Background: an optimization exercise with open tools, aiming at small area, a short achievable clock period and few clock cycles per item. Do not read the settings as production practice. Where RTL was checked, it was by simulation tests only, not by an equivalence proof against the original. No functional check of the RTL was part of runs 1 and 6. No activity file was given, so power comes from the tool's default toggle rates.

===== flow/design.v =====
module cordicTanh(z0, clk, rst, out, flag);
	input wire clk, rst;
	input wire signed [15:0] z0;
	output wire signed [15:0] out;
	output reg flag;
	reg ld;                      
	reg rot;                     
	reg half;                    
	reg [3:0] sh;                
	reg signed [14:0] z;         
	reg signed [14:0] y;
	reg [13:0] x;                
	wire ext = z0[15] ^ z0[14];            
	wire div = ~(ld | rot | flag);
	wire rot_end = rot & half & (sh == 4'd13);
	wire s = rot ? z[14] : ~y[14];
	wire [14:0] K =
		!rot ? ((sh == 4'd12) ? {13'd0, z[14] ^ y[14], 1'b0} : (15'h1000 >> sh)) :
		(sh == 4'd1)  ? 15'h08CA :
		(sh == 4'd2)  ? 15'h0416 :
		(sh == 4'd3)  ? 15'h0203 :
		(sh == 4'd4)  ? 15'h0100 :
		(sh == 4'd5)  ? 15'h0080 :
		(sh == 4'd6)  ? 15'h0040 :
		(sh == 4'd7)  ? 15'h0020 :
		(sh == 4'd8)  ? 15'h0010 :
		(sh == 4'd9)  ? 15'h0008 :
		(sh == 4'd10) ? 15'h0004 :
		(sh == 4'd11) ? 15'h0002 : 15'h0001;
	wire [13:0] xs = x >> sh;
	wire signed [14:0] ys = y >>> sh;
	wire [15:0] zsum = {z, 1'b1} + {K ^ {15{~s}}, ~s};
	wire [15:0] ysum = {y, 1'b1} + {{1'b0, xs} ^ {15{s}}, s};
	wire [14:0] xsum = {x, 1'b1} + {ys[13:0] ^ {14{s}}, s};
	always @(posedge clk) begin
		if (rst) begin
			ld <= 1'b1;
			rot <= 1'b0;
			flag <= 1'b0;
		end else begin
			ld <= flag;
			rot <= (ld & ~ext) | (rot & ~rot_end);
			flag <= (ld & ext) | (div & (sh == 4'd12));
		end
	end
	always @(posedge clk) begin
		half <= rot & ~half;
		if (ld | rot_end)
			sh <= 4'd1;
		else if (~rot | half)
			sh <= sh + 4'd1;
	end
	always @(posedge clk) begin
		if (ld) begin
			z <= ext ? {z0[15], z0[15], 13'h1000} : z0[14:0];
			x <= 14'h1000;
			y <= 15'h0000;
		end else begin
			z <= rot_end ? 15'h0000 : zsum[15:1];
			y <= ysum[15:1];
			if (rot)
				x <= xsum[14:1];
		end
	end
	assign out = {z[14], z};
endmodule

===== flow/run.sh =====
#!/bin/bash
# synth_recipe.tcl (not shown) runs the flow's synth.tcl, then flattens the netlist and writes it again
# the make line also repeats each setting of config.mk as NAME=value (left out here)
make -C /OpenROAD-flow-scripts/flow DESIGN_CONFIG=/design/flow/config.mk WORK_HOME=/design/flow/orfs CLKGATE_MAP_FILE= SYNTH_SCRIPT=/design/flow/synth_recipe.tcl finish

===== flow/config.mk =====
export PLATFORM = sky130hd
export DESIGN_NAME = cordicTanh
export DESIGN_NICKNAME = cordicTanh
export VERILOG_FILES = /design/flow/design.v
export SDC_FILE = /design/flow/constraint.sdc
export NUM_CORES = 4
export LEC_CHECK = 0
export ABC_AREA = 1
export CAP_MARGIN = 70
export CORE_MARGIN = 2
export CORE_UTILIZATION = 40
export SLEW_MARGIN = 70

===== flow/constraint.sdc =====
create_clock -name core_clock -period 10.0 [get_ports {clk}]
set_input_delay 2.0000 -clock core_clock [delete_from_list [all_inputs] [get_ports {clk}]]
set_output_delay 2.0000 -clock core_clock [all_outputs]
set_load 0.01 [all_outputs]

==> results of run 1 <==
## registers in the layout, indices dropped and copies added (netlist names)
name  count
y        15
half      1
x        14
flag      1
ld        1
rot       1
sh        4
z        15
## cell type report
class	instances	area, µm²	area share [%]
multi-input cells	705	3938	65.29
flip-flops and latches	52	1051	17.43
repair buffers	39	381.6	6.328
inverters	75	291.5	4.834
well taps	176	220.2	3.651
clock buffers	6	138.9	2.303
clock inverters	2	10.01	0.1660
## power breakdown
group	switching [mW]	internal, mW	leakage, nW
Combinational	0.991	0.611	2.33
Sequential	0.0703	0.281	0.434
Clock	0.0911	0.0994	0.0766
Total	1.15	0.991	2.84
## cells in the mapped netlist (all sizes together) (2+ instances only)
master    n
o22ai     2
ha       49
clkbuf   16
a21oi    88
o211ai    3
nand3b    2
nor3      5
dfxtp    52
nor4      4
xor2     41
o221ai    6
a31oi     7
nand3    66
a211oi    2
a21o      5
nand2   241
xnor2     5
mux2i     3
o21bai    4
inv      74
o21a      4
a221oi    2
buf      17
nand4     4
nor2     54
or2       6
o21ai    93
a32oi     2
## worst max-delay path: stages (launching register included)
cell and delay, ps:
dfxtp_4 570, inv_4 200, ha_1 320, nand2_2 130
nand2_1 100, inv_2 110, nand2_2 80, o31ai_1 300
xor2_1 110, ha_1 370, nand2_1 70, o21bai_1 270
a21o_1 240, nand3_1 110, o21bai_1 220, nand3_1 130
nand2_1 80, nand2_1 50, nand3_1 60, nand2_1 50
## stage by stage
step	hold WS (ps)	instance area, µm²
after floorplan	444.1	5396
after global placement	464.1	5846
after detailed placement	465.4	5873
after CTS	484.7	6022
after global routing	519.6	6031
final	480.6	6031
## kinds of logic (layout without fill, tap and decap cells)
kind of cell,count (synthesis),after routing,synth area share (%)
buffers and inverters,108,122,8.115
AND/OR/NAND/NOR,384,384,30.21
XOR/XNOR,46,46,7.466
multiplexers,3,3,0.5565
adder cells (fa/ha/maj),49,49,11.36
flip-flops,52,52,19.29
AO/OA/AOI/OAI,223,223,23.00
## worst max path at each step
| stage | start | endpoint | slack, ps | depth (start not counted) |
|---|---|---|---|---|
| floorplan | sh[1] | z[12] | 6370 | 22 |
| global placement | sh[1] | z[12] | 5620 | 19 |
| detailed placement | sh[1] | z[12] | 6330 | 19 |
| CTS | sh[1] | z[12] | 6320 | 19 |
| global route | sh[1] | z[12] | 6000 | 19 |
| finish | sh[1] | z[12] | 6360 | 19 |
## layer usage
layer	GRT usage, %	vias up	routed length (µm)	part of all wire (%)
li1	-	2944	-	-
met1	32.21	2501	7882	50
met2	35.19	164	6550	42
met3	3.850	25	964	6.2
met4	5.441	0	263	1.7
met5	0	-	0	0
==> metrics.md, run 1 <==
| Metric | Value |
|---|---|
| All-layer global routing usage | `around 23%` |
| Non-filler cells, final | `1,055` |
| Cell type with the largest total area after synthesis | `dfxtp_1` |
| Remaining DRCs | `0` |
| WS Path Type | `reg2reg` |
| Fin. Hold Viols | `0` |
| Core region area | `approximately 0.013 mm²` |
| Hold Crit Class | `reg2reg` |
| Area of the mapped netlist | `0.005396 mm²` |
| Commonest non-fill, non-tap cell in the layout | `nand2_1` |
| Hold worst-path end | `ld` |
| Seq/Total Area, Yosys | `19.29%` |
| Post-Route WL | `between 15,000 and 20,000 µm` |
| Htree depth | `2` |
| RR Startpoint | `sh[1]` |
| Nets | `approximately 950` |
| Layout cells sized above 1 | `5.916%` |
| Seq cells post-synth | `52` |
| Worst r2r dst | `z[12]` |
| Post-DP HPWL | `11,720 µm` |
| Number of synthesized flops with an enable pin | `0` |
| Pre-CTS setup slack | `6332 ps` |
| Worst skew pair latency | `320 ps` |
| Layout area overhead | `11.76%` |
| Clock skew | `11.20 ps` |
| R2R depth | `19` |
| Post-Syn Instances | `865` |
| Final setup vio count | `0` |
| CTS Root Cell | `clkbuf_16` |
| Yosys top cell area share | `between 15 and 20%` |
| Maximum fanout along the worst path | `32` |
| Setup tns final | `0 ps` |
| Most frequent cells in the layout | `nand2_1, a21oi_1, o21ai_0` |
| Row cnt | `42` |
| Overflow after GRT | `0` |
| Chip width | `120.2 µm` |
| Worst EP arrival | `3850 ps` |
| Pin count of the biggest net entering global routing | `44` |
| Ys async rst share | `0%` |
| GP Congestion | `0.9453` |
| Pwr Total | `~2.1 mW` |
| Outcome | `complete, no violations` |
| Routed vias | `5,634` |
| Postcts setup bufs | `0` |
| Fill count | `1,418` |
| Area of the die | `between 0.01 and 0.015 mm²` |
| Syn avg cell area | `6.239 µm²` |
| Endpoint class of the critical path | `register` |
| DR iter-0 viols | `between 400 and 500` |
| Least-Margin Pin Slew | `436.7 ps` |
| Buffers added on ports | `34` |
| Min Clock Period, post-route | `about 3600 ps` |
| Req. time, crit path | `10,210 ps` |
| Slew Viols, Final | `0` |
| Final setup margin | `roughly 6400 ps` |
| CTS buffer count | `5` |
| PostCTS Resize Cnt | `0` |
| Worst VDD drop | `0.1365 mV` |
| Post-synthesis net count | `932` |
| Placed cells | `1,046` |
| CTS max path bufs | `2` |
| Hold Crit Start | `flag` |
| Clock sinks | `52` |
| Most used DFF post-synth | `dfxtp_1` |
| Hold path depth | `1` |
| CP startpoint kind | `register` |
| Total leakage power | `around 2.8 nW` |
| Util after Layout | `45.72%` |
| # hold bufs at CTS | `0` |
| Drt wl/cell | `14.84 µm` |
| Power Dens Cells | `about 360 mW/mm²` |
| Num ports | `35` |
| CTS tree | `yes` |
| First drt pass iteration count | `7` |
| Initial Utilization | `40.91%` |
| R2R setup slack | `6360 ps` |
| Initial antenna violation count | `0` |
| Via density | `5.340` |
| # diodes | `0` |
| Global-route wire length before repair | `26,210 µm` |
| Post-route ant nets | `0` |
| Reg clk slew, reported paths | `80 ps` |
| Post-synth cell types | `47` |
| Top cells by area, synth | `dfxtp_1, nand2_1, ha_1` |
| Max frequency | `274.5 MHz` |
| Height of the die | `120.2 µm` |
| Max transition margin | `70.58%` |
| Vias in the first global route | `5,311` |
| Max_cap viols | `0` |
| RSZ-0062 raised after global routing | `false` |
| Yosys warning count | `1` |
| Crit share post-route | `36.43%` |
==> run 2, diff against run 1 <==
--- a/flow/design.v
+++ b/flow/design.v
@@ -14,19 +14,27 @@
 	wire div = ~(ld | rot | flag);
 	wire rot_end = rot & half & (sh == 4'd13);
 	wire s = rot ? z[14] : ~y[14];
-	wire [14:0] K =
-		!rot ? ((sh == 4'd12) ? {13'd0, z[14] ^ y[14], 1'b0} : (15'h1000 >> sh)) :
-		(sh == 4'd1)  ? 15'h08CA :
-		(sh == 4'd2)  ? 15'h0416 :
-		(sh == 4'd3)  ? 15'h0203 :
-		(sh == 4'd4)  ? 15'h0100 :
-		(sh == 4'd5)  ? 15'h0080 :
-		(sh == 4'd6)  ? 15'h0040 :
-		(sh == 4'd7)  ? 15'h0020 :
-		(sh == 4'd8)  ? 15'h0010 :
-		(sh == 4'd9)  ? 15'h0008 :
-		(sh == 4'd10) ? 15'h0004 :
-		(sh == 4'd11) ? 15'h0002 : 15'h0001;
+	wire [13:1] d;
+	genvar n;
+	generate
+		for (n = 1; n <= 13; n = n + 1) begin : dec
+			assign d[n] = (sh == n);
+		end
+	endgenerate
+	wire [14:0] K;
+	assign K[14:12] = 3'b000;
+	assign K[11] = d[1];
+	assign K[10] = d[2];
+	assign K[9]  = d[3];
+	assign K[8]  = d[4];
+	assign K[7]  = d[5] | (rot & d[1]);
+	assign K[6]  = d[6] | (rot & d[1]);
+	assign K[5]  = d[7];
+	assign K[4]  = d[8] | (rot & d[2]);
+	assign K[3]  = d[9] | (rot & d[1]);
+	assign K[2]  = d[10] | (rot & d[2]);
+	assign K[1]  = d[11] | (rot & (d[1] | d[2] | d[3])) | (~rot & d[12] & (z[14] ^ y[14]));
+	assign K[0]  = rot & (d[3] | d[12] | d[13]);
 	wire [13:0] xs = x >> sh;
 	wire signed [14:0] ys = y >>> sh;
 	wire [15:0] zsum = {z, 1'b1} + {K ^ {15{~s}}, ~s};
==> flow/flow/run.sh (new file) <==
#!/bin/bash
# Standard synthesis, then the standard layout steps with repair_timing
# asked for a larger setup margin (the SDC and clock period are unchanged).
set -eo pipefail
bash standard.sh synth > synth.log 2>&1
bash standard.sh SETUP_SLACK_MARGIN=7 finish > layout.log 2>&1
==> flow/standard.sh (new file) <==
#!/bin/bash
# synth_recipe.tcl (not shown) runs the flow's synth.tcl, then flattens the netlist and writes it again
# the make line also repeats each setting of config.mk as NAME=value (left out here)
make -C /OpenROAD-flow-scripts/flow DESIGN_CONFIG=/design/flow/config.mk WORK_HOME=/design/flow/orfs CLKGATE_MAP_FILE= SYNTH_SCRIPT=/design/flow/synth_recipe.tcl "${@:-finish}"
--- a/flow/config.mk
+++ b/flow/config.mk
@@ -5,7 +5,7 @@
 export SDC_FILE = /design/flow/constraint.sdc
 export NUM_CORES = 4
 export LEC_CHECK = 0
-export ABC_AREA = 1
+export ABC_AREA = 0
 export CAP_MARGIN = 70
 export CORE_MARGIN = 2
 export CORE_UTILIZATION = 40
removed: flow/run.sh
==> run 2 against run 1 <==
Still clean on timing, DRC and antenna. Clock-buffer cell count decreased by 1. Sequential share of layout area decreased by 3.7 points. Register-to-register slack improved by 20 ps. Wire length increased by 21%. Utilization increased by 10 points. Clock power about the same. Clock skew decreased by 3.6 ps. Die area increased by 2.9%. Fmax increased by 0.44%. Synthesized cell count decreased by 18%. Setup slack improved by 16 ps. Critical path type unchanged. Critical endpoint is now x[13].
==> metrics.md, run 2 <==
| Metric | Value |
|---|---|
| Maximum fanout along the worst path | `7 (was 32)` |
| Number of synthesized flops with an enable pin | `0 (unchanged)` |
| Setup tns final | `0 ps (unchanged)` |
| Post-synth cell types | `71 (was 47)` |
| CTS tree | `yes (unchanged)` |
| Post-route ant nets | `0 (unchanged)` |
| GP Congestion | `0.8481 (was 0.9453)` |
| Chip width | `121.9 µm (was 120.2 µm)` |
| Global-route wire length before repair | `27,370 µm (was 26,210 µm)` |
| Worst EP arrival | `3830 ps (was 3850 ps)` |
| Max transition margin | `68.70% (was 70.58%)` |
| Fill count | `1,167 (was 1,418)` |
| Clock skew | `7.600 ps (was 11.20 ps)` |
| Remaining DRCs | `0 (unchanged)` |
| Via density | `6.016 (was 5.340)` |
| Row cnt | `43 (was 42)` |
| Buffers added on ports | `34 (unchanged)` |
| Area of the multi-input gates | `0.004987 mm² (was 0.003938 mm²)` |
| Worst VDD drop | `0.2336 mV (was 0.1365 mV)` |
| Seq/Total Area, Yosys | `18.73% (was 19.29%)` |
| CTS max path bufs | `2 (unchanged)` |
| Area of the mapped netlist | `0.005558 mm² (was 0.005396 mm²)` |
| Placed cell areas | `0.006077 mm² (was 0.005873 mm²)` |
| Non-filler cells, final | `971 (was 1,055)` |
| CTS buffer count | `5 (unchanged)` |
| # diodes | `0 (unchanged)` |
| Util after Layout | `56.05% (was 45.72%)` |
| Overflow after GRT | `0 (unchanged)` |
| Placed cells | `893 (was 1,046)` |
| Commonest non-fill, non-tap cell in the layout | `nand2_1 (unchanged)` |
| Area of the die | `0.01485 mm² (was 0.01444 mm²)` |
| Crit share post-route | `36.27% (was 36.43%)` |
| Final instance area | `0.007690 mm² (was 0.006031 mm²)` |
| Worst skew pair latency | `320 ps (about the same)` |
| Syn avg cell area | `7.806 µm² (was 6.239 µm²)` |
| Endpoint class of the critical path | `register (unchanged)` |
| Post-synthesis net count | `777 (was 932)` |
| Yosys warning count | `1 (unchanged)` |
| Core region area | `0.01372 mm² (was 0.01319 mm²)` |
| CP startpoint kind | `register (unchanged)` |
| Biggest regs | `y x15, z x15, x x14 (unchanged)` |
| Total leakage power | `3.063 nW (was 2.842 nW)` |
| Cell type with the largest total area after synthesis | `dfxtp_1 (unchanged)` |
| Htree depth | `2 (unchanged)` |
| RSZ-0062 raised after global routing | `true (was false)` |
| Layout area overhead | `38.36% (was 11.76%)` |
| Least-Margin Pin Slew | `464.6 ps (was 436.7 ps)` |
| Post-Route WL | `18,930 µm (was 15,660 µm)` |
| Vias in the first global route | `5,262 (was 5,311)` |
| Hold path depth | `1 (unchanged)` |
| Max frequency | `275.7 MHz (was 274.5 MHz)` |
| Seq cells post-synth | `52 (unchanged)` |
| Outcome | `complete, no violations (unchanged)` |
| Post-Syn Instances | `712 (was 865)` |
| Worst r2r dst | `x[13] (was z[12])` |
| Routed vias | `5,842 (was 5,634)` |
| Fin. Hold Viols | `0 (unchanged)` |
| All-layer global routing usage | `23.27% (was 22.55%)` |
| Initial antenna violation count | `0 (unchanged)` |
| First drt pass iteration count | `5 (was 7)` |
| Min Clock Period, post-route | `3627 ps (was 3643 ps)` |
| Most frequent cell after synthesis | `nand2_1 (unchanged)` |
| Initial Utilization | `40.51% (was 40.91%)` |
| RR Startpoint | `sh[0] (was sh[1])` |
| Most common library cells after synthesis | `nand2_1, nor2_1, a21oi_1 (was nand2_1, a21oi_1, o21ai_0)` |
| Nets | `855 (was 945)` |
| Reg clk slew, reported paths | `80 ps (about the same)` |
| Clock sinks | `52 (unchanged)` |
| Max_cap viols | `0 (unchanged)` |
| Ys async rst share | `0% (unchanged)` |
| WS Path Type | `reg2reg (unchanged)` |
| Yosys top cell area share | `18.73% (was 19.29%)` |
| Layout cells sized above 1 | `30.09% (was 5.916%)` |
| Pin count of the biggest net entering global routing | `53 (was 44)` |
| Power Dens Cells | `407.3 mW/mm² (was 355.4 mW/mm²)` |
| R2R depth | `12 (was 19)` |
| # hold bufs at CTS | `0 (unchanged)` |
| FF/Latch Area | `0.001059 mm² (was 0.001051 mm²)` |
| Num ports | `35 (unchanged)` |
| Most used DFF post-synth | `dfxtp_1 (unchanged)` |
| Height of the die | `121.9 µm (was 120.2 µm)` |
| Slew Viols, Final | `0 (unchanged)` |
| Final setup vio count | `0 (unchanged)` |
| Hold Crit Start | `flag (unchanged)` |
| Req. time, crit path | `10,200 ps (was 10,210 ps)` |
| Drt wl/cell | `19.50 µm (was 14.84 µm)` |
| Most frequent cells in the layout | `nand2_1, nor2_1, buf_4 (was nand2_1, a21oi_1, o21ai_0)` |
| Hold Crit Class | `reg2reg (unchanged)` |
| DR iter-0 viols | `664 (was 466)` |
| CTS Root Cell | `clkbuf_16 (unchanged)` |
| Top cells by area, synth | `dfxtp_1, ha_1, xnor2_1 (was dfxtp_1, nand2_1, ha_1)` |
| Post-DP HPWL | `11,230 µm (was 11,720 µm)` |
| R2R setup slack | `6370 ps (was 6360 ps)` |
| Hold worst-path end | `ld (unchanged)` |
run 2: changes by cell type after synthesis, moves of 15 or more:
cell / before / now
xor2_1: 41 / 15
o21ai_1: 18 / 2
nor2b_1: 0 / 16
nand2_1: 230 / 74
xnor2_1: 5 / 55
nand3_1: 66 / 11
o21ai_0: 71 / 49
a21oi_1: 88 / 58
mux2i_1: 3 / 27
inv_1: 66 / 23
nor2_1: 50 / 65
run 2: what timing repair did:
action | in CTS | in global routing
gates cloned | 5 | 2
gates resized for setup | 75 | 139
pin swaps | 21 | 69
setup endpoints to repair | 58 | 37
endpoints found under the hold margin | 0 | 0
setup buffers | 26 | 37
run 2: area by class of cell:
cell class                      count  area share (%)
Sequential cell                    52           13.77
Clock inverter                      3          0.2766
Inverter                           26           1.595
Multi-Input combinational cell    596           64.86
Tap cell                          180           2.929
Timing Repair Buffer              109           14.95
Clock buffer                        5           1.627
run 2: through the flow:
stage / hold WS [ps] / setup slack [ps] / power [mW]
finish: 495.9 / 6373 / 3.132
global route: 528.0 / 6228 / 3.341
CTS: 501.5 / 6412 / 2.565
detailed placement: 487.5 / 6087 / 2.169
global placement: 463.3 / 5734 / 2.129
floorplan: 469.9 / 6413 / 1.783
run 2: cells by family after synthesis:
group	after synthesis	synth area share, %
AND/OR/NAND/NOR	235	19.83
adder cells (fa/ha/maj)	47	10.58
buffers and inverters	65	4.930
multiplexers	50	12.63
flip-flops	52	18.73
AO/OA/AOI/OAI	193	22.27
XOR/XNOR	70	11.03
run 2: critical path, cell delays in order (launching register included):
cell and delay [ps]:
dfxtp_4 420, buf_12 150, mux4_2 560, mux4_2 550
xnor2_2 180, ha_4 320, a21oi_2 60, nor2b_2 260
o31ai_4 90, and2_4 190, o21a_4 210, o211ai_2 210
mux2_4 320
run 2: worst max path at each step:
stage | from | cells past startpoint | to | slack, ps
after global placement | y[14] | 13 | y[14] | 5730
after CTS | sh[0] | 14 | x[12] | 6410
after detailed placement | sh[1] | 16 | x[12] | 6090
after floorplan | sh[0] | 15 | x[12] | 6410
after global routing | sh[1] | 16 | x[12] | 6230
final | sh[0] | 12 | x[13] | 6370
run 2: layer usage:
| metal | routed length [µm] | vias to the layer above | global-route usage, % |
|---|---|---|---|
| met5 | 0 | - | 0 |
| met4 | 551 | 0 | 6.897 |
| met3 | 1289 | 45 | 3.886 |
| met2 | 8927 | 236 | 36.63 |
| met1 | 8162 | 2834 | 32.70 |
| li1 | - | 2727 | - |
run 2: where the power goes:
group          switching [mW]  leakage (nW)  total [mW]  internal (mW)
Combinational            1.31          2.56        2.55           1.23
Sequential              0.109         0.433       0.399          0.289
Clock                  0.0946        0.0702       0.188         0.0938
Total                    1.52          3.06        3.13           1.62
Testbench counts of run 2, summed over its fixed seeds: cycles 77,132, items 2,048.
==> run 3, diff against run 2 <==
--- a/flow/config.mk
+++ b/flow/config.mk
@@ -5,7 +5,7 @@
 export SDC_FILE = /design/flow/constraint.sdc
 export NUM_CORES = 4
 export LEC_CHECK = 0
-export ABC_AREA = 0
+export ABC_AREA = 1
 export CAP_MARGIN = 70
 export CORE_MARGIN = 2
 export CORE_UTILIZATION = 40
==> run 3 against run 2 <==
Flip-flop and latch count did not move. First-iteration DRC count fell by 34%. Cell count rose by 12%. Clock power rose by 8%. Clock-buffer cell count did not move. Non-clock buffer count fell by 37. Wire length fell by 7.2%. Utilization fell by 5.1 points. Cell area fell by 12%. Still clean on timing, DRC and antenna.
==> metrics.md, run 3 <==
| Metric | Value |
|---|---|
| Remaining DRCs | `0 (unchanged)` |
| Ys async rst share | `0% (unchanged)` |
| CP max stage cell | `dfxtp_4 (was mux4_2)` |
| Post-Route WL | `17,570 µm (was 18,930 µm)` |
| RSZ-0062 raised after global routing | `true (unchanged)` |
| CP delay by family, top | `flip-flops (was multiplexers)` |
| Fin. Hold Viols | `0 (unchanged)` |
| Most used DFF post-synth | `dfxtp_1 (unchanged)` |
| CTS tree | `yes (unchanged)` |
| Num ports | `35 (unchanged)` |
| Area of the die | `0.01477 mm² (was 0.01485 mm²)` |
| Initial antenna violation count | `0 (unchanged)` |
| Hold Crit Class | `reg2reg (unchanged)` |
| Row cnt | `42 (was 43)` |
| FF/Latch Area | `0.001061 mm² (was 0.001059 mm²)` |
| Most common library cells after synthesis | `nand2_1, a21oi_1, inv_1 (was nand2_1, nor2_1, a21oi_1)` |
| Sequential power share | `14.2% (was 12.7%)` |
| Worst EP arrival | `970 ps (was 3830 ps)` |
| Clock sinks | `52 (unchanged)` |
| Worst VDD drop | `0.2014 mV (was 0.2336 mV)` |
| # hold bufs at CTS | `0 (unchanged)` |
| Crit path buf inv count | `1 (unchanged)` |
| Slew Viols, Final | `0 (unchanged)` |
| Outcome | `complete, no violations (unchanged)` |
| Via density | `5.443 (was 6.016)` |
| Clk network pwr share | `8.3% (was 6.0%)` |
| Syn avg cell area | `6.456 µm² (was 7.806 µm²)` |
| Yosys warning count | `1 (unchanged)` |
| Pint | `1.132 mW (was 1.616 mW)` |
| Crit share post-route | `29.75% (was 36.27%)` |
| # diodes | `0 (unchanged)` |
| CP startpoint kind | `register (unchanged)` |
| Min Clock Period, post-route | `2975 ps (was 3627 ps)` |
| Placed cell areas | `0.005958 mm² (was 0.006077 mm²)` |
| Biggest regs | `y x15, z x15, x x14 (unchanged)` |
| Most frequent cell after synthesis | `nand2_1 (unchanged)` |
| WS Path Type | `reg2out (was reg2reg)` |
| Post-Syn Instances | `856 (was 712)` |
| R2R depth | `17 (was 12)` |
| Area of the multi-input gates | `0.004273 mm² (was 0.004987 mm²)` |
| Max frequency | `336.1 MHz (was 275.7 MHz)` |
| All-layer global routing usage | `23.22% (was 23.27%)` |
| Max_cap viols | `0 (unchanged)` |
| Core region area | `0.01335 mm² (was 0.01372 mm²)` |
| Total leakage power | `3.283 nW (was 3.063 nW)` |
| CTS Root Cell | `clkbuf_16 (unchanged)` |
| CTS buffer count | `5 (unchanged)` |
| Pin count of the biggest net entering global routing | `32 (was 53)` |
| Height of the die | `121.5 µm (was 121.9 µm)` |
| Endpoint class of the critical path | `output pin (was register)` |
| Max transition margin | `74.26% (was 68.70%)` |
| Final setup vio count | `0 (unchanged)` |
| Pwr Total | `2.443 mW (was 3.132 mW)` |
| Initial Utilization | `41.40% (was 40.51%)` |
| Post-synthesis net count | `921 (was 777)` |
| Power Dens Cells | `359.1 mW/mm² (was 407.3 mW/mm²)` |
| Clock skew | `5.789 ps (was 7.600 ps)` |
| Hold slack | `458.5 ps (was 495.9 ps)` |
| Number of synthesized flops with an enable pin | `0 (unchanged)` |
| First drt pass iteration count | `7 (was 5)` |
| Yosys top cell area share | `18.84% (was 18.73%)` |
| Post-DP HPWL | `12,340 µm (was 11,230 µm)` |
| Seq/Total Area, Yosys | `18.84% (was 18.73%)` |
| WP depth | `1 (was 12)` |
| Synth Area in Adders | `10.64% (was 10.58%)` |
| Seq cells post-synth | `52 (unchanged)` |
| Global-route wire length before repair | `26,980 µm (was 27,370 µm)` |
| Mux contribution to synthesized area | `0.7245% (was 12.63%)` |
| Switching share of total power | `53.67% (was 48.40%)` |
| Nets | `972 (was 855)` |
| Post-synth cell types | `53 (was 71)` |
| Layout area overhead | `23.12% (was 38.36%)` |
| Commonest non-fill, non-tap cell in the layout | `nand2_1 (unchanged)` |
| Routed vias | `5,900 (was 5,842)` |
| Layout cells sized above 1 | `17.95% (was 30.09%)` |
| Least-Margin Pin Slew | `383.7 ps (was 464.6 ps)` |
| Drt wl/cell | `16.20 µm (was 19.50 µm)` |
| Simple-gate share of the synthesized area | `30.00% (was 19.83%)` |
| Overflow after GRT | `0 (unchanged)` |
| Top cells by area, synth | `dfxtp_1, nand2_1, ha_1 (was dfxtp_1, ha_1, xnor2_1)` |
| Reg clk slew, reported paths | `70 ps (was 80 ps)` |
| Cell type with the largest total area after synthesis | `dfxtp_1 (unchanged)` |
| Critical path's largest stage delay | `410 ps (was 560 ps)` |
| Most frequent cells in the layout | `nand2_1, a21oi_1, inv_1 (was nand2_1, nor2_1, buf_4)` |
| Largest family of logic cells by synthesized area | `simple AND/OR/NAND/NOR gates (was compound AO/OA/AOI/OAI gates)` |
| GP Congestion | `0.9095 (was 0.8481)` |
| Req. time, crit path | `8000 ps (was 10,200 ps)` |
| Setup tns final | `0 ps (unchanged)` |
| Chip width | `121.5 µm (was 121.9 µm)` |
| Hold path depth | `1 (unchanged)` |
| DR iter-0 viols | `437 (was 664)` |
| Cell Chain, Critical Path | `clkdlybuf4s15_1 (was buf_12, mux4_2, mux4_2, xnor2_2, ha_4, a21oi_2, nor2b_2, o31ai_4, and2_4, o21a_4, o211ai_2, mux2_4)` |
| Buffers added on ports | `34 (unchanged)` |
| Final instance area | `0.006804 mm² (was 0.007690 mm²)` |
| CTS max path bufs | `2 (unchanged)` |
| Area of the mapped netlist | `0.005527 mm² (was 0.005558 mm²)` |
| Post-synthesis compound-gate area fraction | `23.07% (was 22.26%)` |
| Worst skew pair latency | `310 ps (was 320 ps)` |
| Post-route ant nets | `0 (unchanged)` |
| Fill count | `1,370 (was 1,167)` |
| Sw power | `1.311 mW (was 1.516 mW)` |
| Vias in the first global route | `5,230 (was 5,262)` |
| Maximum fanout along the worst path | `5 (was 7)` |
| Xor and xnor area share after synthesis | `7.765% (was 11.03%)` |
| Comb power frac | `77.5% (was 81.3%)` |
| Htree depth | `2 (unchanged)` |
run 3: cell types whose count changed after synthesis, sizes merged, moves of 16 or more:
cell / previous run / this run
a21oi: 58 / 84
nand3: 11 / 69
mux2i: 28 / 4
xnor2: 55 / 11
nand2: 74 / 215
o21ai: 51 / 76
inv: 25 / 77
xor2: 15 / 38
nor2b: 16 / 0
run 3: layout make-up:
class | instances | share of cell area [%]
Multi-Input combinational cell | 693 | 62.80
Tap cell | 176 | 3.236
Sequential cell | 52 | 15.59
Clock inverter | 3 | 0.6252
Inverter | 81 | 5.333
Timing Repair inverter | 2 | 0.2574
Timing Repair Buffer | 72 | 10.32
Clock buffer | 5 | 1.839
run 3: kinds of logic after synthesis:
group / after synthesis
AO/OA/AOI/OAI: 218
XOR/XNOR: 49
adder cells (fa/ha/maj): 47
buffers and inverters: 111
flip-flops: 52
multiplexers: 4
AND/OR/NAND/NOR: 375
run 3: path summary, 6_finish.rpt:
kind               from      end  slack (ps)
hold reg to reg    half     half         460
setup / recovery  z[14]  out[15]        7030
hold / removal     half     half         460
setup reg to reg  sh[0]     x[5]        7040
run 3: repair_timing:
action / 4_1_cts / 5_1_grt
endpoints found under the setup margin: 50 / 34
setup buffers: 11 / 20
pin swaps: 3 / 24
cloned: 2 / 3
endpoints found under the hold margin: 0 / 0
resized for setup: 53 / 69
run 3: metrics by stage:
| stage | cells | setup WS, ps | utilization (%) |
|---|---|---|---|
| detailed placement | 1040 | 6442 | 44.64 |
| global placement | 1040 | 6259 | 44.51 |
| CTS | 1061 | 7007 | 47.53 |
| global route | 1084 | 6882 | 50.97 |
| finish | 1084 | 7025 | 50.97 |
| floorplan | 856 | 7001 | - |
run 3: power by group through the flow:
stage	Sequential (mW)	Clock (mW)	Combinational, mW
2_1_floorplan	0.335	0	1.27
3_3_place_gp	0.353	0	1.63
3_5_place_dp	0.352	0	1.63
4_1_cts	0.345	0.208	1.68
5_1_grt	0.354	0.213	2.11
6_report	0.347	0.203	1.89
run 3: routing by layer:
metal	wire (µm)	share of wire, %	GRT usage [%]	vias to the layer above
met5	0	0	0	-
met4	323	1.8	6.897	0
met3	984	5.6	2.809	24
met2	7383	42	33.85	171
met1	8874	51	35.46	2695
li1	-	-	-	3010
==> run 4, diff against run 3 <==
==> flow/flow/run.sh (replaced) <==
#!/bin/bash
# Standard synthesis, then the standard layout steps with repair_timing
# asked for a larger setup margin and plain buffers on the ports (the SDC
# and clock period are unchanged).
set -eo pipefail
bash standard.sh synth > synth.log 2>&1
bash standard.sh SETUP_SLACK_MARGIN=7 "BUFFER_PORTS_ARGS=-buffer_cell sky130_fd_sc_hd__buf_1" finish > layout.log 2>&1
--- a/flow/config.mk
+++ b/flow/config.mk
@@ -8,5 +8,5 @@
 export ABC_AREA = 1
 export CAP_MARGIN = 70
 export CORE_MARGIN = 2
-export CORE_UTILIZATION = 40
+export CORE_UTILIZATION = 60
 export SLEW_MARGIN = 70
==> run 4 against run 3 <==
Still clean. Sequential power is essentially flat. Wire length up 0.92%. Setup slack got worse by 41 ps. Clock power decreased by 35%. First-iteration DRC count rose by 56%. Utilization increased by 21 points. Clock skew is 6.6 ps higher. Sequential share of layout area increased by 0.71 points. Synthesized cell count did not move. Register-to-register slack lost 60 ps. Clock-buffer cell count unchanged. Die area fell by 32%.
==> metrics.md, run 4 <==
| Metric | Value |
|---|---|
| Comb power frac | `80.1% (was 77.5%)` |
| Pin count of the biggest net entering global routing | `33 (was 32)` |
| Area of the die | `0.009995 mm² (was 0.01477 mm²)` |
| Maximum fanout along the worst path | `25 (was 5)` |
| Most frequent cell after synthesis | `nand2_1 (unchanged)` |
| Htree depth | `2 (unchanged)` |
| Total leakage power | `3.114 nW (was 3.283 nW)` |
| CTS tree | `yes (unchanged)` |
| Drt wl/cell | `17.45 µm (was 16.20 µm)` |
| Commonest non-fill, non-tap cell in the layout | `nand2_1 (unchanged)` |
| Remaining DRCs | `0 (unchanged)` |
| Hold path depth | `1 (unchanged)` |
| Syn avg cell area | `6.456 µm² (unchanged)` |
| Min Clock Period, post-route | `3016 ps (was 2975 ps)` |
| Layout area overhead | `17.48% (was 23.12%)` |
| Max transition margin | `66.62% (was 74.26%)` |
| Height of the die | `99.98 µm (was 121.5 µm)` |
| First drt pass iteration count | `6 (was 7)` |
| Chip width | `99.98 µm (was 121.5 µm)` |
| CTS max path bufs | `2 (unchanged)` |
| Sw power | `1.345 mW (was 1.311 mW)` |
| # diodes | `0 (unchanged)` |
| DR iter-0 viols | `680 (was 437)` |
| Yosys top cell area share | `18.84% (unchanged)` |
| Most common library cells after synthesis | `nand2_1, a21oi_1, inv_1 (unchanged)` |
| Overflow after GRT | `0 (unchanged)` |
| Vias in the first global route | `5,751 (was 5,230)` |
| R2R setup slack | `6980 ps (was 7040 ps)` |
| Non-filler cells, final | `1,016 (was 1,084)` |
| Yosys warning count | `1 (unchanged)` |
| Clock sinks | `52 (unchanged)` |
| Origin of the worst setup path | `sh[0] (was z[14])` |
| Layout cells sized above 1 | `18.34% (was 17.95%)` |
| Most used DFF post-synth | `dfxtp_1 (unchanged)` |
| Hold worst-path end | `half (unchanged)` |
| Placed cells | `975 (was 1,040)` |
| Reg clk slew, reported paths | `110 ps (was 70 ps)` |
| Final instance area | `0.006492 mm² (was 0.006804 mm²)` |
| Most frequent cells in the layout | `nand2_1, a21oi_1, inv_1 (unchanged)` |
| Worst r2r dst | `x[6] (was x[5])` |
| Post-route ant nets | `0 (unchanged)` |
| Req. time, crit path | `10,210 ps (was 8000 ps)` |
| Post-Syn Instances | `856 (unchanged)` |
| Seq/Total Area, Yosys | `18.84% (unchanged)` |
| CP startpoint kind | `register (unchanged)` |
| CTS buffer count | `5 (unchanged)` |
| Row cnt | `35 (was 42)` |
| Slew Viols, Final | `0 (unchanged)` |
| Clock skew | `12.43 ps (was 5.789 ps)` |
| Worst skew pair latency | `320 ps (was 310 ps)` |
| Placed cell areas | `0.005664 mm² (was 0.005958 mm²)` |
| Switching share of total power | `56.03% (was 53.67%)` |
| Core region area | `0.009065 mm² (was 0.01335 mm²)` |
| Endpoint class of the critical path | `register (was output pin)` |
| Fin. Hold Viols | `0 (unchanged)` |
| GP Congestion | `1.010 (was 0.9095)` |
| Area of the mapped netlist | `0.005527 mm² (unchanged)` |
| Worst VDD drop | `0.2624 mV (was 0.2014 mV)` |
| Ys async rst share | `0% (unchanged)` |
| Initial Utilization | `60.97% (was 41.40%)` |
| RR Startpoint | `sh[0] (unchanged)` |
| Sequential power share | `14.4% (was 14.2%)` |
| Outcome | `complete, no violations (unchanged)` |
| Nets | `969 (was 972)` |
| Cell type with the largest total area after synthesis | `dfxtp_1 (unchanged)` |
| Global-route wire length before repair | `27,290 µm (was 26,980 µm)` |
| Post-synth cell types | `53 (unchanged)` |
| Num ports | `35 (unchanged)` |
| RSZ-0062 raised after global routing | `true (unchanged)` |
| Post-Route WL | `17,730 µm (was 17,570 µm)` |
| Worst EP arrival | `3230 ps (was 970 ps)` |
| Util after Layout | `71.62% (was 50.97%)` |
| Max frequency | `331.6 MHz (was 336.1 MHz)` |
| R2R depth | `18 (was 17)` |
| Hold Crit Start | `half (unchanged)` |
| Initial antenna violation count | `0 (unchanged)` |
| Post-synthesis net count | `921 (unchanged)` |
| Least-Margin Pin Slew | `495.4 ps (was 383.7 ps)` |
| Number of synthesized flops with an enable pin | `0 (unchanged)` |
| CTS Root Cell | `clkbuf_8 (was clkbuf_16)` |
| Crit share post-route | `30.16% (was 29.75%)` |
| Routed vias | `6,195 (was 5,900)` |
| Buffers added on ports | `34 (unchanged)` |
| Final setup vio count | `0 (unchanged)` |
| Setup tns final | `0 ps (unchanged)` |
| Biggest regs | `y x15, z x15, x x14 (unchanged)` |
| Via density | `6.097 (was 5.443)` |
| All-layer global routing usage | `33.57% (was 23.22%)` |
| Top cells by area, synth | `dfxtp_1, nand2_1, ha_1 (unchanged)` |
| Hold Crit Class | `reg2reg (unchanged)` |
| Pint | `1.056 mW (was 1.132 mW)` |
| WS Path Type | `reg2reg (was reg2out)` |
| Clk network pwr share | `5.5% (was 8.3%)` |
| Max_cap viols | `0 (unchanged)` |
| Power Dens Cells | `369.9 mW/mm² (was 359.1 mW/mm²)` |
| Seq cells post-synth | `52 (unchanged)` |
| Post-DP HPWL | `12,280 µm (was 12,340 µm)` |
| Pwr Total | `2.401 mW (was 2.443 mW)` |
==> run 4: cell counts after synthesis <==
No cell type changed its count.
==> run 4: repair_timing <==
| action | CTS | global route |
|---|---|---|
| gates resized for setup | 28 | 82 |
| cloned | 3 | 2 |
| hold buffers | 0 | 0 |
| pin swaps | 3 | 24 |
| endpoints found under the hold margin | 0 | 0 |
| setup endpoints to repair | 36 | 30 |
| setup buffers | 6 | 22 |
==> run 4: layer usage <==
layer	wire length [µm]	share of wire (%)	GRT usage [%]	vias up
li1	-	-	-	3002
met1	7836	44	45.58	2838
met2	8194	46	55.25	296
met3	1303	7.4	6.198	59
met4	393	2.2	8.430	0
met5	0	0	0	-
==> run 4: through the flow <==
step	hold slack, ps	setup slack (ps)
finish	491.7	6984
global route	526.7	6841
CTS	484.6	6993
detailed placement	461.4	6424
global placement	453.1	6289
floorplan	427.2	7001
==> run 4: worst max path at each step <==
stage | slack [ps] | depth (start not counted) | endpoint
detailed placement | 6420 | 18 | z[14]
floorplan | 7000 | 21 | z[14]
CTS | 6990 | 19 | z[14]
finish | 6980 | 18 | x[6]
global placement | 6290 | 18 | z[14]
global route | 6840 | 18 | x[6]
==> run 4: power by group through the flow <==
stage / registers, mW / clock network (mW) / logic (mW)
6_report: 0.347 / 0.132 / 1.92
5_1_grt: 0.353 / 0.141 / 2.12
4_1_cts: 0.340 / 0.133 / 1.64
3_5_place_dp: 0.348 / 0 / 1.60
3_3_place_gp: 0.346 / 0 / 1.56
2_1_floorplan: 0.335 / 0 / 1.27
==> run 4: cell type report <==
type | instances | area, µm²
repair buffers | 70 | 523.0
clock buffers | 5 | 68.82
fillers | 770 | 2572
clock inverters | 3 | 21.27
flip-flops and latches | 52 | 1059
well taps | 111 | 138.9
repair inverters | 1 | 7.507
inverters | 81 | 350.3
multi-input cells | 693 | 4324
==> run 4: kinds of logic (layout without fill, tap and decap cells) <==
kind of cell	Yosys count	count (layout)	share of synthesized area (%)
simple gates	375	375	30.00
compound gates	218	218	23.07
buf+inv	111	160	8.965
flops	52	52	18.84
xor+xnor	49	49	7.765
fa+ha+maj	47	47	10.64
mux	4	4	0.7245
==> run 4: critical path, stage by stage, from the launching register on <==
cell,delay [ps]
dfxtp_4,430
buf_12,160
inv_16,70
nand2_2,80
o21ai_4,70
mux2i_2,250
o21ai_2,110
nand2_1,70
nand3_1,80
xor2_1,170
ha_1,390
a21oi_2,190
o21ai_1,100
a21oi_2,170
buf_4,150
o21ai_1,60
xor2_1,150
o21ai_1,140
inv_1,60
==> run 5, diff against run 4 <==
--- a/flow/config.mk
+++ b/flow/config.mk
@@ -8,5 +8,6 @@
 export ABC_AREA = 1
 export CAP_MARGIN = 70
 export CORE_MARGIN = 2
-export CORE_UTILIZATION = 60
+export CORE_UTILIZATION = 45
 export SLEW_MARGIN = 70
+export TNS_END_PERCENT = 5
==> run 5 against run 4 <==
Still clean on timing, DRC and antenna. Power increased by 2.4%. Clock-buffer cell count increased by 1. Fmax fell by 1.0%. Sequential power barely moved. Global-route usage fell by 6.3 points. Synthesized cell count is the same. Critical path depth grew 1. Cell count up 3.9%. Worst hold slack lost 13 ps. Setup slack got worse by 31 ps. First-iteration DRC count is 34% lower. Register-to-register slack got worse by 30 ps. Critical endpoint is now z[10]. Largest cell class unchanged.
==> metrics.md, run 5 <==
| Metric | Value |
|---|---|
| Most frequent cell after synthesis | `nand2_1 (unchanged)` |
| All-layer global routing usage | `27.24% (was 33.57%)` |
| # diodes | `0 (unchanged)` |
| Ys async rst share | `0% (unchanged)` |
| Hold slack | `479.1 ps (was 491.7 ps)` |
| Final setup margin | `6953 ps (was 6984 ps)` |
| # hold bufs at CTS | `0 (unchanged)` |
| Total leakage power | `3.172 nW (was 3.114 nW)` |
| Max transition margin | `71.45% (was 66.62%)` |
| Power Dens Cells | `372.2 mW/mm² (was 369.9 mW/mm²)` |
| Remaining DRCs | `0 (unchanged)` |
| Fin. Hold Viols | `0 (unchanged)` |
| Layout area overhead | `19.58% (was 17.48%)` |
| Endpoint class of the critical path | `register (unchanged)` |
| CTS max path bufs | `2 (unchanged)` |
| Least-Margin Pin Slew | `428.3 ps (was 495.4 ps)` |
| Area of the mapped netlist | `0.005527 mm² (unchanged)` |
| Height of the die | `114.8 µm (was 99.98 µm)` |
| Synth Area in Adders | `10.64% (unchanged)` |
| Number of synthesized flops with an enable pin | `0 (unchanged)` |
| Initial antenna violation count | `0 (unchanged)` |
| Placed cells | `1,011 (was 975)` |
| Most used DFF post-synth | `dfxtp_1 (unchanged)` |
| Routed vias | `6,111 (was 6,195)` |
| DR iter-0 viols | `452 (was 680)` |
| CTS buffer count | `5 (unchanged)` |
| Cell type with the largest total area after synthesis | `dfxtp_1 (unchanged)` |
| CP max stage cell | `dfxtp_4 (unchanged)` |
| WS Path Type | `reg2reg (unchanged)` |
| Buffers added on ports | `34 (unchanged)` |
| Seq cells post-synth | `52 (unchanged)` |
| R2R setup slack | `6950 ps (was 6980 ps)` |
| Max frequency | `328.2 MHz (was 331.6 MHz)` |
| Most used cell, CP | `nand2_2 (was o21ai_1)` |
| Layout cells sized above 1 | `17.93% (was 18.34%)` |
| Post-DP HPWL | `13,370 µm (was 12,280 µm)` |
| Worst VDD drop | `0.1542 mV (was 0.2624 mV)` |
| Overflow after GRT | `0 (unchanged)` |
| Global-route wire length before repair | `28,390 µm (was 27,290 µm)` |
| Most common library cells after synthesis | `nand2_1, a21oi_1, inv_1 (unchanged)` |
| Seq/Total Area, Yosys | `18.84% (unchanged)` |
| Chip width | `114.8 µm (was 99.98 µm)` |
| CTS tree | `yes (unchanged)` |
| Worst EP arrival | `3300 ps (was 3230 ps)` |
| Final setup vio count | `0 (unchanged)` |
| Clock sinks | `52 (unchanged)` |
| Pre-CTS setup slack | `6468 ps (was 6424 ps)` |
| Req. time, crit path | `10,250 ps (was 10,210 ps)` |
| Crit path buf inv count | `2 (was 4)` |
| CP delay by family, top | `compound AO/OA/AOI/OAI gates (unchanged)` |
| Worst skew pair latency | `310 ps (was 320 ps)` |
| Fill count | `1,206 (was 770)` |
| Largest family of logic cells by synthesized area | `simple AND/OR/NAND/NOR gates (unchanged)` |
| Top cells by area, synth | `dfxtp_1, nand2_1, ha_1 (unchanged)` |
| Simple-gate share of the synthesized area | `30.00% (unchanged)` |
| Pwr Total | `2.460 mW (was 2.401 mW)` |
| Cell Chain, Critical Path | `nor2_4, clkinvlp_4, buf_4, nor2_4, nor2_2, a21oi_2, a221oi_2, xor2_1, ha_1, a21o_1, a31oi_4, o21ai_4, nand2_2, nand2_4, nand2_2, nand2_2, nand2_1, nand2_1, o21ai_1 (was buf_12, inv_16, nand2_2, o21ai_4, mux2i_2, o21ai_2, nand2_1, nand3_1, xor2_1, ha_1, a21oi_2, o21ai_1, a21oi_2, buf_4, o21ai_1, xor2_1, o21ai_1, inv_1)` |
| Yosys top cell area share | `18.84% (unchanged)` |
| Vias in the first global route | `5,529 (was 5,751)` |
| Clock skew | `9.586 ps (was 12.43 ps)` |
| Post-synth cell types | `53 (unchanged)` |
| Via density | `5.787 (was 6.097)` |
| Critical path's largest stage delay | `430 ps (about the same)` |
| Maximum fanout along the worst path | `14 (was 25)` |
| Area of the die | `0.01318 mm² (was 0.009995 mm²)` |
| Initial Utilization | `46.01% (was 60.97%)` |
| Drt wl/cell | `17.54 µm (was 17.45 µm)` |
| Yosys warning count | `1 (unchanged)` |
| Max_cap viols | `0 (unchanged)` |
| Htree depth | `2 (unchanged)` |
| Pin count of the biggest net entering global routing | `33 (unchanged)` |
| CP startpoint kind | `register (unchanged)` |
| Most frequent cells in the layout | `nand2_1, a21oi_1, inv_1 (unchanged)` |
| Row cnt | `40 (was 35)` |
| Min Clock Period, post-route | `3047 ps (was 3016 ps)` |
| Crit share post-route | `30.47% (was 30.16%)` |
| Post-route ant nets | `0 (unchanged)` |
| Post-synthesis net count | `921 (unchanged)` |
| Num ports | `35 (unchanged)` |
| Core region area | `0.01201 mm² (was 0.009065 mm²)` |
| Reg clk slew, reported paths | `80 ps (was 110 ps)` |
| RSZ-0062 raised after global routing | `true (unchanged)` |
| Commonest non-fill, non-tap cell in the layout | `nand2_1 (unchanged)` |
| Non-filler cells, final | `1,056 (was 1,016)` |
| Setup tns final | `0 ps (unchanged)` |
| Outcome | `complete, no violations (unchanged)` |
| GP Congestion | `0.9642 (was 1.010)` |
| Mux contribution to synthesized area | `0.7245% (unchanged)` |
| Xor and xnor area share after synthesis | `7.765% (unchanged)` |
| Slew Viols, Final | `0 (unchanged)` |
| Syn avg cell area | `6.456 µm² (unchanged)` |
| Post-Syn Instances | `856 (unchanged)` |
| Post-synthesis compound-gate area fraction | `23.07% (unchanged)` |
| Post-Route WL | `18,520 µm (was 17,730 µm)` |
| Nets | `973 (was 969)` |
| Biggest regs | `y x15, z x15, x x14 (unchanged)` |
| Hold Crit Class | `reg2reg (unchanged)` |
| First drt pass iteration count | `5 (was 6)` |
| CTS Root Cell | `clkbuf_16 (was clkbuf_8)` |
## run 5: cell counts after synthesis
No cell type changed its count.
## run 5: routing by layer
layer,GRT usage [%],vias to the layer above,wire (µm),part of all wire (%)
met5,0,-,0,0
met2,43.20,230,8191,44
met1,38.69,2833,8762,47
met4,6.506,0,334,1.8
met3,4.639,30,1235,6.7
li1,-,3018,-,-
## run 5: cell families (layout without fill, tap and decap cells)
kind of cell / Yosys count / after routing
flops: 52 / 52
simple gates: 375 / 375
xor+xnor: 49 / 49
compound gates: 218 / 218
buf+inv: 111 / 164
fa+ha+maj: 47 / 47
mux: 4 / 4
## run 5: cell type report
cell class / instances / area [µm²] / area share [%]
clock buffers: 6 / 138.9 / 2.101
clock inverters: 2 / 38.79 / 0.5869
inverters: 81 / 351.6 / 5.320
multi-input cells: 693 / 4267 / 64.56
flip-flops and latches: 52 / 1062 / 16.07
well taps: 147 / 183.9 / 2.783
repair buffers: 74 / 555.5 / 8.406
repair inverters: 1 / 11.26 / 0.1704
## run 5: path summary, 6_finish.rpt
path / startpoint / end / cells after the start
setup / recovery: sh[3] / z[10] / 19
hold / removal: half / half / 1
setup reg to reg: sh[3] / z[10] / 19
hold reg to reg: half / half / 1
## run 5: worst reg2reg max path: cells and delay by family (launching register included)
family / cells / cell delay (ps)
adder cells (fa/ha/maj): 1 / 360
XOR/XNOR: 1 / 170
flip-flops: 1 / 430
buffers and inverters: 2 / 400
AND/OR/NAND/NOR: 9 / 810
AO/OA/AOI/OAI: 6 / 830
## run 5: through the flow
| stage | instance area [µm²] | util (%) |
|---|---|---|
| floorplan | 5539 | - |
| global placement | 5692 | 47.39 |
| detailed placement | 5709 | 47.53 |
| CTS | 6031 | 50.21 |
| global route | 6609 | 55.02 |
| finish | 6609 | 55.02 |
## run 5: report_power, final
group	switching, mW	internal [mW]	leakage [nW]
combinational	1.19	0.711	2.65
clock	0.0882	0.126	0.0871
sequential	0.0708	0.276	0.435
total	1.35	1.11	3.17
## run 5: what timing repair did
action / 4_1_cts / 5_1_grt
pin swaps: 2 / 21
endpoints found under the setup margin: 38 / 33
gates resized for setup: 23 / 71
buffers inserted: 5 / 27
gates cloned: 1 / 4
==> run 6, diff against run 5 <==
--- a/flow/design.v
+++ b/flow/design.v
@@ -37,9 +37,13 @@
 	assign K[0]  = rot & (d[3] | d[12] | d[13]);
 	wire [13:0] xs = x >> sh;
 	wire signed [14:0] ys = y >>> sh;
-	wire [15:0] zsum = {z, 1'b1} + {K ^ {15{~s}}, ~s};
-	wire [15:0] ysum = {y, 1'b1} + {{1'b0, xs} ^ {15{s}}, s};
-	wire [14:0] xsum = {x, 1'b1} + {ys[13:0] ^ {14{s}}, s};
+	wire [14:0] zn, yn; wire [13:0] xn;
+	padd #(15,1) uz(z, K ^ {15{~s}}, ~s, zn);
+	padd #(15,1) uy(y, {1'b0, xs} ^ {15{s}}, s, yn);
+	padd #(14,1) ux(x, ys[13:0] ^ {14{s}}, s, xn);
+	wire [15:0] zsum = {zn, 1'b0};
+	wire [15:0] ysum = {yn, 1'b0};
+	wire [14:0] xsum = {xn, 1'b0};
 	always @(posedge clk) begin
 		if (rst) begin
 			ld <= 1'b1;
@@ -72,3 +76,46 @@
 	end
 	assign out = {z[14], z};
 endmodule
+module padd #(parameter N = 15, parameter KIND = 0) (input [N-1:0] a, input [N-1:0] b, input cin, output [N-1:0] sum);
+	wire [N-1:0] p = a ^ b;
+	wire [N-1:0] g0 = a & b;
+	reg [N:0] G, P;
+	reg [N:0] Gn, Pn;
+	integer l, i, st;
+	always @(*) begin
+		G = {g0, cin};
+		P = {p, 1'b0};
+		if (KIND == 3) begin
+			for (i = 1; i <= N; i = i + 1) begin
+				G[i] = G[i] | (P[i] & G[i-1]);
+			end
+		end else if (KIND == 2) begin
+			for (i = 1; i <= N; i = i + 2) begin G[i] = G[i] | (P[i] & G[i-1]); P[i] = P[i] & P[i-1]; end
+			for (i = 3; i <= N; i = i + 4) begin G[i] = G[i] | (P[i] & G[i-2]); P[i] = P[i] & P[i-2]; end
+			for (i = 7; i <= N; i = i + 8) begin G[i] = G[i] | (P[i] & G[i-4]); P[i] = P[i] & P[i-4]; end
+			for (i = 15; i <= N; i = i + 16) begin G[i] = G[i] | (P[i] & G[i-8]); P[i] = P[i] & P[i-8]; end
+			for (i = 11; i <= N; i = i + 8) begin G[i] = G[i] | (P[i] & G[i-4]); P[i] = P[i] & P[i-4]; end
+			for (i = 5; i <= N; i = i + 4) begin G[i] = G[i] | (P[i] & G[i-2]); P[i] = P[i] & P[i-2]; end
+			for (i = 2; i <= N; i = i + 2) begin G[i] = G[i] | (P[i] & G[i-1]); P[i] = P[i] & P[i-1]; end
+		end else begin
+			for (l = 1; l <= N; l = l * 2) begin
+				Gn = G; Pn = P;
+				for (i = 0; i <= N; i = i + 1) begin
+					if (KIND == 0) begin
+						if (i >= l) begin
+							Gn[i] = G[i] | (P[i] & G[i-l]);
+							Pn[i] = P[i] & P[i-l];
+						end
+					end else begin
+						if ((i / l) % 2 == 1) begin
+							Gn[i] = G[i] | (P[i] & G[(i / l) * l - 1]);
+							Pn[i] = P[i] & P[(i / l) * l - 1];
+						end
+					end
+				end
+				G = Gn; P = Pn;
+			end
+		end
+	end
+	assign sum = p ^ G[N-1:0];
+endmodule
--- a/flow/config.mk
+++ b/flow/config.mk
@@ -10,4 +10,3 @@
 export CORE_MARGIN = 2
 export CORE_UTILIZATION = 45
 export SLEW_MARGIN = 70
-export TNS_END_PERCENT = 5
==> run 6 against run 5 <==
Die area fell by 8.6%. Sequential power shrank 5.8%. Setup slack worse by 78 ps. Critical path depth unchanged. Area after synthesis down 8.9%. First-iteration DRC count down 11%. Cell area is 0.23% lower. Non-clock buffer count is 32 higher. Utilization grew 5.5 points. Flip-flop and latch count is the same. Fmax decreased by 2.5%. Clock skew decreased by 0.59 ps. Critical path type unchanged. Largest power group unchanged.
==> metrics.md, run 6 <==
| Metric | Value |
|---|---|
| Via density | `5.422 (was 5.787)` |
| Post-Syn Instances | `759 (was 856)` |
| Critical path's largest stage delay | `380 ps (was 430 ps)` |
| Crit path buf inv count | `5 (was 2)` |
| Clock skew | `8.998 ps (was 9.586 ps)` |
| Pint | `1.072 mW (was 1.113 mW)` |
| Post-synth cell types | `45 (was 53)` |
| CTS tree | `yes (unchanged)` |
| Termination of the worst setup path | `x[8] (was z[10])` |
| Area of the multi-input gates | `0.003991 mm² (was 0.004267 mm²)` |
| Sw power | `1.122 mW (was 1.347 mW)` |
| Initial Utilization | `46.27% (was 46.01%)` |
| Clk network pwr share | `7.2% (was 8.7%)` |
| WP depth | `19 (unchanged)` |
| Total leakage power | `3.146 nW (was 3.172 nW)` |
| Seq/Total Area, Yosys | `20.67% (was 18.84%)` |
| Number of synthesized flops with an enable pin | `0 (unchanged)` |
| Clock sinks | `52 (unchanged)` |
| Worst VDD drop | `0.1567 mV (was 0.1542 mV)` |
| Drt wl/cell | `16.30 µm (was 17.54 µm)` |
| Req. time, crit path | `10,220 ps (was 10,250 ps)` |
| # diodes | `0 (unchanged)` |
| Syn avg cell area | `6.637 µm² (was 6.456 µm²)` |
| Worst r2r dst | `x[8] (was z[10])` |
| Yosys warning count | `3 (was 1)` |
| Post-DP HPWL | `10,370 µm (was 13,370 µm)` |
| # hold bufs at CTS | `0 (unchanged)` |
| Post-Route WL | `16,020 µm (was 18,520 µm)` |
| Outcome | `complete, no violations (unchanged)` |
| Cell Chain, Critical Path | `buf_6, buf_8, o21ai_4, nor2_1, a31oi_1, a22oi_1, nand2_1, xor2_2, inv_1, ha_2, nand2_1, nor2_1, nand2_2, nand2_2, inv_2, fa_2, xnor2_1, o21ai_1, inv_1 (was nor2_4, clkinvlp_4, buf_4, nor2_4, nor2_2, a21oi_2, a221oi_2, xor2_1, ha_1, a21o_1, a31oi_4, o21ai_4, nand2_2, nand2_4, nand2_2, nand2_2, nand2_1, nand2_1, o21ai_1)` |
| Worst EP arrival | `3350 ps (was 3300 ps)` |
| R2R depth | `19 (unchanged)` |
| Cell type with the largest total area after synthesis | `dfxtp_1 (unchanged)` |
| Vias in the first global route | `4,954 (was 5,529)` |
| Area of the mapped netlist | `0.005037 mm² (was 0.005527 mm²)` |
| CTS max path bufs | `2 (unchanged)` |
| Top cells by area, synth | `dfxtp_1, nand2_1, ha_1 (unchanged)` |
| CP max stage cell | `dfxtp_4 (unchanged)` |
| Most common library cells after synthesis | `nand2_1, inv_1, a21oi_1, nand3_1, nor2_1 (was nand2_1, a21oi_1, inv_1)` |
| CTS Root Cell | `clkbuf_8 (was clkbuf_16)` |
| Core region area | `0.01089 mm² (was 0.01201 mm²)` |
| Most frequent cell after synthesis | `nand2_1 (unchanged)` |
| First drt pass iteration count | `7 (was 5)` |
| Switching share of total power | `51.14% (was 54.76%)` |
| Endpoint class of the critical path | `register (unchanged)` |
| Pwr Total | `2.194 mW (was 2.460 mW)` |
| Area of the die | `0.01206 mm² (was 0.01318 mm²)` |
| Slew Viols, Final | `0 (unchanged)` |
| Post-synthesis net count | `830 (was 921)` |
| Overflow after GRT | `0 (unchanged)` |
| Yosys top cell area share | `20.67% (was 18.84%)` |
| Post-route ant nets | `0 (unchanged)` |
| Layout area overhead | `30.90% (was 19.58%)` |
| Power Dens Cells | `332.8 mW/mm² (was 372.2 mW/mm²)` |
| Biggest regs | `y x15, z x15, x x14 (unchanged)` |
| Most used DFF post-synth | `dfxtp_1 (unchanged)` |
| Global-route wire length before repair | `24,390 µm (was 28,390 µm)` |
| Fill count | `997 (was 1,206)` |
| Buffers added on ports | `34 (unchanged)` |
| Most frequent cells in the layout | `nand2_1, inv_1, nand3_1 (was nand2_1, a21oi_1, inv_1)` |
| Nets | `913 (was 973)` |
| Row cnt | `38 (was 40)` |
| Crit share post-route | `31.25% (was 30.47%)` |
| Fin. Hold Viols | `0 (unchanged)` |
| Hold Crit Class | `reg2reg (unchanged)` |
| Maximum fanout along the worst path | `8 (was 14)` |
| Routed vias | `5,330 (was 6,111)` |
| FF/Latch Area | `0.001060 mm² (was 0.001062 mm²)` |
| CP delay by family, top | `adder cells (was compound AO/OA/AOI/OAI gates)` |
| WS Path Type | `reg2reg (unchanged)` |
| R2R setup slack | `6880 ps (was 6950 ps)` |
| Origin of the worst setup path | `sh[0] (was sh[3])` |
| Num ports | `35 (unchanged)` |
| Min Clock Period, post-route | `3125 ps (was 3047 ps)` |
| Least-Margin Pin Slew | `431.4 ps (was 428.3 ps)` |
| Final setup vio count | `0 (unchanged)` |
| Pin count of the biggest net entering global routing | `25 (was 33)` |
| Layout cells sized above 1 | `25.86% (was 17.93%)` |
| CTS buffer count | `5 (unchanged)` |
| Remaining DRCs | `0 (unchanged)` |
| Initial antenna violation count | `0 (unchanged)` |
| Max_cap viols | `0 (unchanged)` |
| Htree depth | `2 (unchanged)` |
| Comb power frac | `77.9% (was 77.2%)` |
| Height of the die | `109.8 µm (was 114.8 µm)` |
| Max frequency | `320.0 MHz (was 328.2 MHz)` |
| Sequential power share | `14.9% (was 14.1%)` |
| RSZ-0062 raised after global routing | `true (unchanged)` |
| GP Congestion | `0.9138 (was 0.9642)` |
| Chip width | `109.8 µm (was 114.8 µm)` |
| Ys async rst share | `0% (unchanged)` |
| Reg clk slew, reported paths | `110 ps (was 80 ps)` |
| Commonest non-fill, non-tap cell in the layout | `nand2_1 (unchanged)` |
| Setup tns final | `0 ps (unchanged)` |
| Worst skew pair latency | `320 ps (was 310 ps)` |
| Max transition margin | `71.02% (was 71.45%)` |
| Seq cells post-synth | `52 (unchanged)` |
| DR iter-0 viols | `401 (was 452)` |
| RR Startpoint | `sh[0] (was sh[3])` |
| All-layer global routing usage | `26.08% (was 27.24%)` |
| CP startpoint kind | `register (unchanged)` |
-- run 6: changes by cell type in the layout (fill, tap and decap cells not counted), sizes merged, moves of 4 or more --
cell   delta
a21o      -5
a21oi    -25
buf      +34
fa        +9
inv      +16
nand2    -27
nand3     -8
nor2     -16
o21a      -6
o21ai    -19
xor2      +4
-- run 6: layout make-up --
type | count | area share [%]
Timing Repair Buffer | 106 | 12.54
Clock inverter | 3 | 0.6452
Multi-Input combinational cell | 579 | 60.53
Clock buffer | 5 | 1.044
Tap cell | 140 | 2.657
Sequential cell | 52 | 16.07
Inverter | 98 | 6.509
-- run 6: power by group through the flow --
stage | Sequential, mW | Combinational (mW) | Clock (mW)
after detailed placement | 0.341 | 1.27 | 0
after global routing | 0.335 | 1.91 | 0.166
after global placement | 0.341 | 1.24 | 0
after floorplan | 0.327 | 1.03 | 0
after CTS | 0.328 | 1.47 | 0.160
final | 0.327 | 1.71 | 0.158
-- run 6: timing repair --
action	in CTS	in global routing
endpoints found under the setup margin	35	30
pin swaps	43	76
resized for setup	88	89
buffers inserted	42	24
cloned	1	1
-- run 6: worst min path at each step --
| stage | startpoint | end | slack, ps | depth (start not counted) |
|---|---|---|---|---|
| final | half | half | 480 | 1 |
| after global routing | half | half | 490 | 1 |
| after CTS | flag | ld | 500 | 1 |
| after detailed placement | flag | ld | 470 | 1 |
| after global placement | flag | ld | 450 | 1 |
| after floorplan | half | half | 430 | 1 |
-- run 6: routing by layer --
layer,track usage [%],part of all wire (%)
met5,0,0
met2,42.02,46
met4,7.595,2.5
met3,3.912,5.9
met1,35.91,46
-- run 6: kinds of logic after synthesis --
family                   Yosys count  synth area share [%]
multiplexers                       5                0.9936
AND/OR/NAND/NOR                  318                 26.97
buffers and inverters            128                 10.73
AO/OA/AOI/OAI                    152                 17.26
adder cells (fa/ha/maj)           53                 14.51
XOR/XNOR                          51                 8.867
flip-flops                        52                 20.67
-- run 6: per-stage QoR --
stage / util, % / setup slack, ps / area (µm²) / std cells / hold WS (ps)
after floorplan: - / 6998 / 5074 / 759 / 427.2
after global placement: 47.86 / 5773 / 5211 / 906 / 454.3
after detailed placement: 48.20 / 6059 / 5248 / 907 / 473.1
after CTS: 55.41 / 6928 / 6033 / 958 / 499.2
after global routing: 60.56 / 6681 / 6594 / 983 / 491.7
final: 60.56 / 6875 / 6594 / 983 / 480.8

==> separate check: timing with driven ports <==
In the flow no input, the clock included, has a driving cell. The finished layouts below were timed again as built, in two steps.
Step 1: set_driving_cell puts a clkbuf_16 on clk and a buf_2 on each other input, an assumption about the parent block.
Step 2 times the ports against the registers' clock, not the clock port: input delays grow and output delays shrink by t, the midpoint of the rising clock arrivals with the driver on.
Slacks: no drivers / after step 1 / after step 2; pairs: no drivers / after step 1.
run	shift t [ns]	setup WS [ns]	worst hold slack (ns)	pins driven straight from the clock port
run 1	0.350	6.357 / 6.357 / 6.357	0.481 / 0.481 / 0.481	1
run 2	0.356	6.373 / 6.373 / 6.373	0.496 / 0.496 / 0.496	1
run 3	0.345	7.025 / 6.986 / 6.915	0.459 / 0.459 / 0.459	1
run 4	0.352	6.984 / 6.984 / 6.926	0.492 / 0.492 / 0.492	1
run 5	0.350	6.953 / 6.953 / 6.886	0.479 / 0.479 / 0.479	1
run 6	0.355	6.875 / 6.875 / 6.875	0.481 / 0.481 / 0.481	1
After both steps every run listed still meets setup and hold. The setup slack of run 3, which loses most, moves by -0.039 ns with the drivers and by -0.110 ns with both steps.
